Source: an optimization exercise on an open RTL-to-GDS flow (aim: small area, a short achievable clock period and few clock cycles per item). Production flows keep margins and buffers that such runs may drop.
The RTL was checked by simulation tests, not by an equivalence proof against the original design.

## flow/design.v (module list and top-level ports; edited modules follow where they fit)
// module booth_enc: 50 lines
// module mul32_booth_enc: 756 lines
// module sq32: 664 lines
// module reg_sync: 24 lines
// module main_sync: 64 lines
module main_sync(clk, rst, ld_we, ld_addr, ld_data, start, a_addr, b_addr, c_addr,
		count, ready, done, result, rd_addr, rd_data);
  // ...
==> flow/run.sh <==
#!/bin/bash
# synth_recipe.tcl (not shown) runs the flow's synth.tcl, then flattens the netlist and writes it again
# the make line also repeats each setting of config.mk as NAME=value (left out here)
make -C /OpenROAD-flow-scripts/flow DESIGN_CONFIG=/design/flow/config.mk WORK_HOME=/design/flow/orfs CLKGATE_MAP_FILE= SYNTH_SCRIPT=/design/flow/synth_recipe.tcl finish
==> flow/config.mk <==
export PLATFORM = sky130hd
export DESIGN_NAME = main_sync
export DESIGN_NICKNAME = main_sync
export VERILOG_FILES = /design/flow/design.v
export SDC_FILE = /design/flow/constraint.sdc
export NUM_CORES = 4
export LEC_CHECK = 0
export CAP_MARGIN = 20
export CORE_MARGIN = 2
export CORE_UTILIZATION = 40
export SLEW_MARGIN = 20
==> flow/constraint.sdc <==
create_clock -name core_clock -period 10.0 [get_ports {clk}]
set_input_delay 2.0000 -clock core_clock [delete_from_list [all_inputs] [get_ports {clk}]]
set_output_delay 2.0000 -clock core_clock [all_outputs]
set_load 0.01 [all_outputs]
==> out/results.tsv, run 1 <==
metric	value	unit
status	timing/DRC/antenna clean	
post_cts_buffers	0	
synth_edf_count	548	
seq_cell_count	663	
clock_path_buffers	3	
timing.rr.end	register.R[3][29]$_DFFE_PP_	
firstDrtPassIters	9	
grt_start_max_net_pins	72	
whs_path_depth	1	
critical_path_required	10260	ps
place_inst	6196	
synth_mux_area_frac	0.0159	
synthCells	4671	
overflow	0	
whs	485	ps
slowest_delay	1100	ps
r2r_cells	17	
taps	1625	
hp-class	reg2reg	
cp-start-kind	flop	
nNetsFinal	5192	
h-tree-depth	3	
post-synth-top-count-cell	a22oi_1	
core	0.122	mm^2
Testbench counts, summed over its fixed seeds: cycles 35,421, commands 8,192.
==> inputs of run 2 (changes only) <==
--- a/flow/config.mk
+++ b/flow/config.mk
@@ -7,5 +7,8 @@
 export LEC_CHECK = 0
+export ABC_CLOCK_PERIOD_IN_PS = 6000
 export CAP_MARGIN = 20
 export CORE_MARGIN = 2
-export CORE_UTILIZATION = 40
+export CORE_UTILIZATION = 35
+export PLACE_DENSITY = 0.5
+export SETUP_SLACK_MARGIN = 4
 export SLEW_MARGIN = 20
==> out/results.tsv, run 2 <==
metric	value	unit	change
cts_buffers	75		was 71
pin_count	126		unchanged
hold_viol_final	0		unchanged
final_common_cell	a22oi_1		unchanged
synth_top_area_frac	0.334		unchanged
finalSetupTns	0	ps	unchanged
layout-drive-gt1-share	0.140		was 0.0840
synth_edf_count	548		unchanged
drc_errors	0		unchanged
syn_area_per_cell	10.6	um^2	unchanged
worstMarginPinSlew	1250	ps	was 1280 ps
final_cell_mix	a22oi_1, edfxtp_1, inv_1, fa_1, xnor2_1		unchanged
routed_wl	231000	um	was 216000 um
die_area	0.144	mm^2	was 0.126 mm^2
ys.flop_type	edfxtp_1		unchanged
synthTopCellsByArea	edfxtp_1, fa_1, a22oi_1		unchanged
clock_skew	35.8	ps	was 65.2 ps
die_w	379	um	was 355 um
cp-start-kind	input port		was flop
largest_reg_flops	512		unchanged
clock-root-buffer	clkbuf_16		unchanged
max_freq	0.155	GHz	was 0.136 GHz
grt_usage	0.314		was 0.335
critical_path_required	10300	ps	was 10260 ps
ys_top_cells_by_count	a22oi_1, edfxtp_1, inv_1		unchanged
rsz0062_at_grt	yes		was no
core	0.140	mm^2	was 0.122 mm^2
synthCells	4671		unchanged
finalMaxSlewViolations	0		unchanged
relSlewSlack	0.162		was 0.136
synth_cell_types	85		unchanged
h-tree-depth	3		unchanged
critPathKind	in2reg		was reg2reg
yosys_warnings	3		unchanged
synth_area	0.0493	mm^2	unchanged
crit_path_end_kind	flop		unchanged
cts.reportedPaths.clkPinSlew	60	ps	was 80 ps
cp_max_fo	16		was 24
crit_arrival	6750	ps	was 7620 ps
tritoncts	built		unchanged
grt_start_max_net_pins	59		was 72
post-synth-top-count-cell	a22oi_1		unchanged
die_h	379	um	was 355 um
ys_ff_latch	663		unchanged
ant_nets	0		unchanged
port_buffers	125		unchanged
syn-num-nets	5219		unchanged
status	timing/DRC/antenna clean		unchanged
antenna_found_initial	16		was 14
drtIter0Drc	7836		was 8458
fin_crit	6450	ps	was 7360 ps
clock_path_buffers	3		unchanged
setup_viol	0		unchanged
area_growth_syn_to_layout	17.2	%	was 12.1%
top_regs	register.R: 512 flops, P: 32 flops, rd_data: 32 flops		unchanged
rows	137		was 128
overflow	0		unchanged
start_util	0.353		was 0.404
finalCritPeriodShare	0.645		was 0.736
clk_latency	690	ps	was 680 ps
ys_async_sr_fraction	0		unchanged
max_cap_violations	0		unchanged
vias_per_cell	6.43		was 6.82
hp-class	reg2reg		unchanged
ys_seq_area_frac	0.380		unchanged
num_vias	43200		about the same
detail_route.wl_per_cell	34.4	um	was 34.1 um
grt_pass1_vias	42100		about the same
grt_pass1_wl	321000	um	was 306000 um
gp_routability_congestion	0.930		was 0.985
firstDrtPassIters	10		was 9
dp_hpwl	142000	um	was 133000 um
nNetsFinal	5320		was 5192
holdBufCountCts	0		unchanged
largest_register	register.R		unchanged
clock_sinks	663		unchanged
yosysTopAreaCell	edfxtp_1		unchanged
## run 2: layout make-up
class                   count  area [um^2]
fillers                 13300        81900
clock buffers              98         2090
multi-input cells        3161        28600
clock inverters            41          417
flip-flops and latches    663        18800
diodes                      6         15.0
well taps                1876         2350
inverters                 473         1780
repair buffers            398         3750
## run 2: metrics by stage
step / cell area [um^2] / std cells / setup slack, ps / utilization / hold slack [ps]
2_1_floorplan: 49700 / 4671 / 4000 / - / 457
3_3_place_gp: 53200 / 6449 / 2780 / 0.381 / 470
3_5_place_dp: 53200 / 6449 / 2740 / 0.381 / 478
4_1_cts: 57100 / 6676 / 3800 / 0.409 / 491
5_1_grt: 57800 / 6711 / 3630 / 0.414 / 517
6_report: 57800 / 6716 / 3550 / 0.414 / 492
## run 2: path summary, 6_finish.rpt
path	start	endpoint	slack, ps	cells after the start
worst max-delay path	b_addr[2]	register.R[6][11]$_DFFE_PP_	3550	11
worst min-delay path	e[3]$_SDFF_PP0_	e[2]$_DFF_P_	490	1
worst max register to register	P[23]$_DFFE_PP_	register.R[8][31]$_DFFE_PP_	3780	18
worst min register to register	e[3]$_SDFF_PP0_	e[2]$_DFF_P_	490	1
## run 2: logic make-up after synthesis
group	synth area share
AO/OA/AOI/OAI	0.205
buffers and inverters	0.0655
AND/OR/NAND/NOR	0.0889
flip-flops	0.380
adder cells (fa/ha/maj)	0.178
XOR/XNOR	0.0664
multiplexers	0.0159
## run 2: worst max-delay path: stages
cell             delay, ps
clkdlybuf4s50_1        460
buf_4                  320
nand2b_1               460
nor2_4                 850
buf_4                  530
a221oi_1               180
nand3_1                130
o22a_1                 500
mux2_2                 260
nand2_1                 60
a21oi_2                920
## run 2: timing repair
action	4_1_cts	5_1_grt
buffers inserted	86	30
pin swaps	37	43
setup endpoints to repair	340	226
cloned	2	2
gates resized for setup	107	93
## run 2: layer usage
layer / GRT usage / part of all wire
met4: 0.148 / 0.060
met5: 0.00103 / 0.00016
met3: 0.109 / 0.14
met2: 0.462 / 0.42
met1: 0.412 / 0.38
==> inputs of run 3 (changes only) <==
==> flow/flow/run.sh (new file) <==
#!/bin/bash
# Own flow: the standard layout, with Yosys's synth told not to run its
# early "abc -fast" pass (SYNTH_ARGS=-noabc). That pass rewrites the
# multiplier's full-adder logic so that extract_fa later finds most full
# adders with an inverted input or output, and the flow then adds about one
# inverter per full adder. Everything else, including the later ABC mapping,
# the flip-flops and their names, is the standard flow's.
set -euo pipefail
cd "$(dirname "$0")/.."
bash standard.sh SYNTH_ARGS=-noabc finish > run_standard.log 2>&1
==> flow/standard.sh (new file) <==
#!/bin/bash
# synth_recipe.tcl (not shown) runs the flow's synth.tcl, then flattens the netlist and writes it again
# the make line also repeats each setting of config.mk as NAME=value (left out here)
make -C /OpenROAD-flow-scripts/flow DESIGN_CONFIG=/design/flow/config.mk WORK_HOME=/design/flow/orfs CLKGATE_MAP_FILE= SYNTH_SCRIPT=/design/flow/synth_recipe.tcl "${@:-finish}"
--- a/flow/config.mk
+++ b/flow/config.mk
@@ -7,3 +7,3 @@
 export LEC_CHECK = 0
-export ABC_CLOCK_PERIOD_IN_PS = 6000
+export ABC_CLOCK_PERIOD_IN_PS = 6500
 export CAP_MARGIN = 20
@@ -12,3 +12,3 @@
 export PLACE_DENSITY = 0.5
-export SETUP_SLACK_MARGIN = 4
+export SETUP_SLACK_MARGIN = 3.5
 export SLEW_MARGIN = 20
removed: flow/run.sh
==> out/results.tsv, run 3 <==
metric	value	unit	change
ys.flop_type	edfxtp_1		unchanged
rows	135		was 137
max_freq	0.159	GHz	was 0.155 GHz
num_vias	40800		was 43200
syn-num-nets	4725		was 5219
gp_routability_congestion	0.907		was 0.930
whs	491	ps	was 492 ps
dpl-instance-area	0.0513	mm^2	was 0.0532 mm^2
final_cell_mix	a22oi_1, edfxtp_1, fa_1, xnor2_1, and2_1		was a22oi_1, edfxtp_1, inv_1, fa_1, xnor2_1
tritoncts	built		unchanged
core	0.135	mm^2	was 0.140 mm^2
fin_crit	6280	ps	was 6450 ps
relSlewSlack	0.161		was 0.162
final_common_cell	a22oi_1		unchanged
vias_per_cell	6.74		was 6.43
h-tree-depth	3		unchanged
post-synth-top-count-cell	a22oi_1		unchanged
synth_edf_count	548		unchanged
die_area	0.139	mm^2	was 0.144 mm^2
largest_register	register.R		unchanged
area_growth_syn_to_layout	15.0	%	was 17.2%
die_h	373	um	was 379 um
grt_pass1_wl	312000	um	was 321000 um
worst_slack	3720	ps	was 3550 ps
largest_reg_flops	512		unchanged
routed_wl	224000	um	was 231000 um
antenna_found_initial	17		was 16
syn_area_per_cell	11.4	um^2	was 10.6 um^2
holdBufCountCts	0		unchanged
port_buffers	125		unchanged
fin_area	0.0547	mm^2	was 0.0578 mm^2
hold_viol_final	0		unchanged
dp_slack	2410	ps	was 2740 ps
crit_path_end_kind	flop		unchanged
synthTopCellsByArea	edfxtp_1, fa_1, a22oi_1		unchanged
ys_seq_area_frac	0.394		was 0.380
cts_buffers	81		was 75
finalSetupTns	0	ps	unchanged
yosysTopAreaCell	edfxtp_1		unchanged
start_util	0.352		was 0.353
clk_latency	720	ps	was 690 ps
firstDrtPassIters	7		was 10
fillers	12900		was 13300
rsz0062_at_grt	no		was yes
cp_max_fo	22		was 16
hp-class	reg2reg		unchanged
overflow	0		unchanged
layout-drive-gt1-share	0.112		was 0.140
place_inst	5853		was 6449
top_regs	register.R: 512 flops, P: 32 flops, rd_data: 32 flops		unchanged
clock-root-buffer	clkbuf_16		unchanged
cts.reportedPaths.clkPinSlew	60	ps	about the same
grt_start_max_net_pins	51		was 59
cp-start-kind	flop		was input port
ys_async_sr_fraction	0		unchanged
critPathKind	reg2reg		was in2reg
yosys_warnings	3		unchanged
synthCells	4161		was 4671
synth_area	0.0476	mm^2	was 0.0493 mm^2
detail_route.wl_per_cell	37.1	um	was 34.4 um
nNetsFinal	4757		was 5320
clock_skew	57.6	ps	was 35.8 ps
finalCritPeriodShare	0.628		was 0.645
clock_path_buffers	3		unchanged
status	timing/DRC/antenna clean		unchanged
finalMaxSlewViolations	0		unchanged
crit_arrival	6580	ps	was 6750 ps
die_w	373	um	was 379 um
max_cap_violations	0		unchanged
drtIter0Drc	7866		was 7836
clock_sinks	663		unchanged
ys_top_cells_by_count	a22oi_1, edfxtp_1, fa_1		was a22oi_1, edfxtp_1, inv_1
worstMarginPinSlew	1260	ps	was 1250 ps
drc_errors	0		unchanged
final_cells	6047		was 6716
ant_nets	0		unchanged
dp_hpwl	133000	um	was 142000 um
ys_ff_latch	663		unchanged
grt_pass1_vias	39800		was 42100
setup_viol	0		unchanged
synth_cell_types	71		was 85
critical_path_required	10310	ps	was 10300 ps
pin_count	126		unchanged
grt_usage	0.314		about the same
synth_top_area_frac	0.346		was 0.334
==> run 3: cell types whose count changed in the layout (fill, tap and decap cells not counted), moves of 60 or more <==
cell     previous run  this run
inv_1             459        45
nand2_1           230       118
and2_1            125       231
xnor2_1           240       343
xor2_1            125        28
a22oi_1           716       776
==> run 3: timing repair <==
action                     in CTS  in global routing
gates resized for setup        23                 31
setup endpoints to repair     152                178
setup buffers                  14                 24
pin swaps                       4                  3
==> run 3: cells by family after synthesis <==
group                    synth area share
flip-flops                          0.394
adder cells (fa/ha/maj)             0.190
AND/OR/NAND/NOR                    0.0871
multiplexers                       0.0119
XOR/XNOR                           0.0683
buffers and inverters              0.0328
AO/OA/AOI/OAI                       0.215
==> run 3: per-layer routing <==
metal	vias to the layer above	GRT usage	share of wire
met5	-	0.00140	0.00041
met4	12	0.150	0.062
met3	876	0.107	0.14
met2	3512	0.449	0.41
met1	20300	0.424	0.39
li1	16000	-	-
==> run 3: worst paths after layout <==
kind / startpoint / to / slack (ps) / cells after the start
worst min-delay path: e[3]$_SDFF_PP0_ / e[2]$_DFF_P_ / 490 / 1
worst min register to register: e[3]$_SDFF_PP0_ / e[2]$_DFF_P_ / 490 / 1
worst max-delay path: X_neg[1]$_DFF_P_ / register.R[4][21]$_DFFE_PP_ / 3720 / 15
worst max register to register: X_neg[1]$_DFF_P_ / register.R[4][21]$_DFFE_PP_ / 3720 / 15
==> run 3: layout make-up <==
class / count / area, um^2 / area share
clock buffer: 95 / 2150 / 0.0393
antenna: 4 / 10.0 / 0.000183
inverter: 47 / 179 / 0.00327
multi-input combinational: 3090 / 27900 / 0.510
clock inverter: 57 / 616 / 0.0112
tap: 1781 / 2230 / 0.0407
timing repair buffer: 310 / 2820 / 0.0515
sequential: 663 / 18800 / 0.343
==> run 3: critical path: stages (launching register included) <==
cell	delay, ps
dfxtp_2	590
buf_6	350
xnor2_1	200
fa_1	480
fa_1	520
fa_1	520
fa_1	490
ha_1	390
a21oi_1	190
and2_1	170
nand4b_1	170
a31oi_1	330
o21ai_0	170
xor2_1	160
nand2_1	110
a21oi_2	1020
==> run 3: through the flow <==
step,util
CTS,0.402
detailed placement,0.380
global placement,0.380
floorplan,-
finish,0.405
global route,0.405

-- separate check: timing with driven ports --
The flow's constraints put no driver on any port. The routed layouts listed below were extracted and timed again, unchanged, in two steps. Step 1: set_driving_cell puts a clkbuf_16 on clk and a buf_2 on each other input, an assumption about the parent block. Step 2 moves the port delays by t, midway between the first and last clock arrival at a register: inputs arrive t later, outputs are due t later. That takes back most of the time a late clock gives input paths. Slacks: no drivers / after step 1 / after step 2; pairs: no drivers / after step 1.
| run | t (ns) | slack for setup (ns) | hold WS [ns] | cell pins on the clock port's net |
|---|---|---|---|---|
| run 1 | 0.722 | 2.638 / 2.638 / 2.638 | 0.484 / 0.484 / 0.484 | 1 |
| run 2 | 0.750 | 3.548 / 3.597 / 2.847 | 0.492 / 0.492 / 0.492 | 1 |
| run 3 | 0.760 | 3.724 / 3.724 / 3.113 | 0.491 / 0.491 / 0.491 | 1 |
After both steps every run listed still meets setup and hold. The setup slack of run 2, which loses most, moves by +0.049 ns with the drivers and by -0.701 ns with both steps.
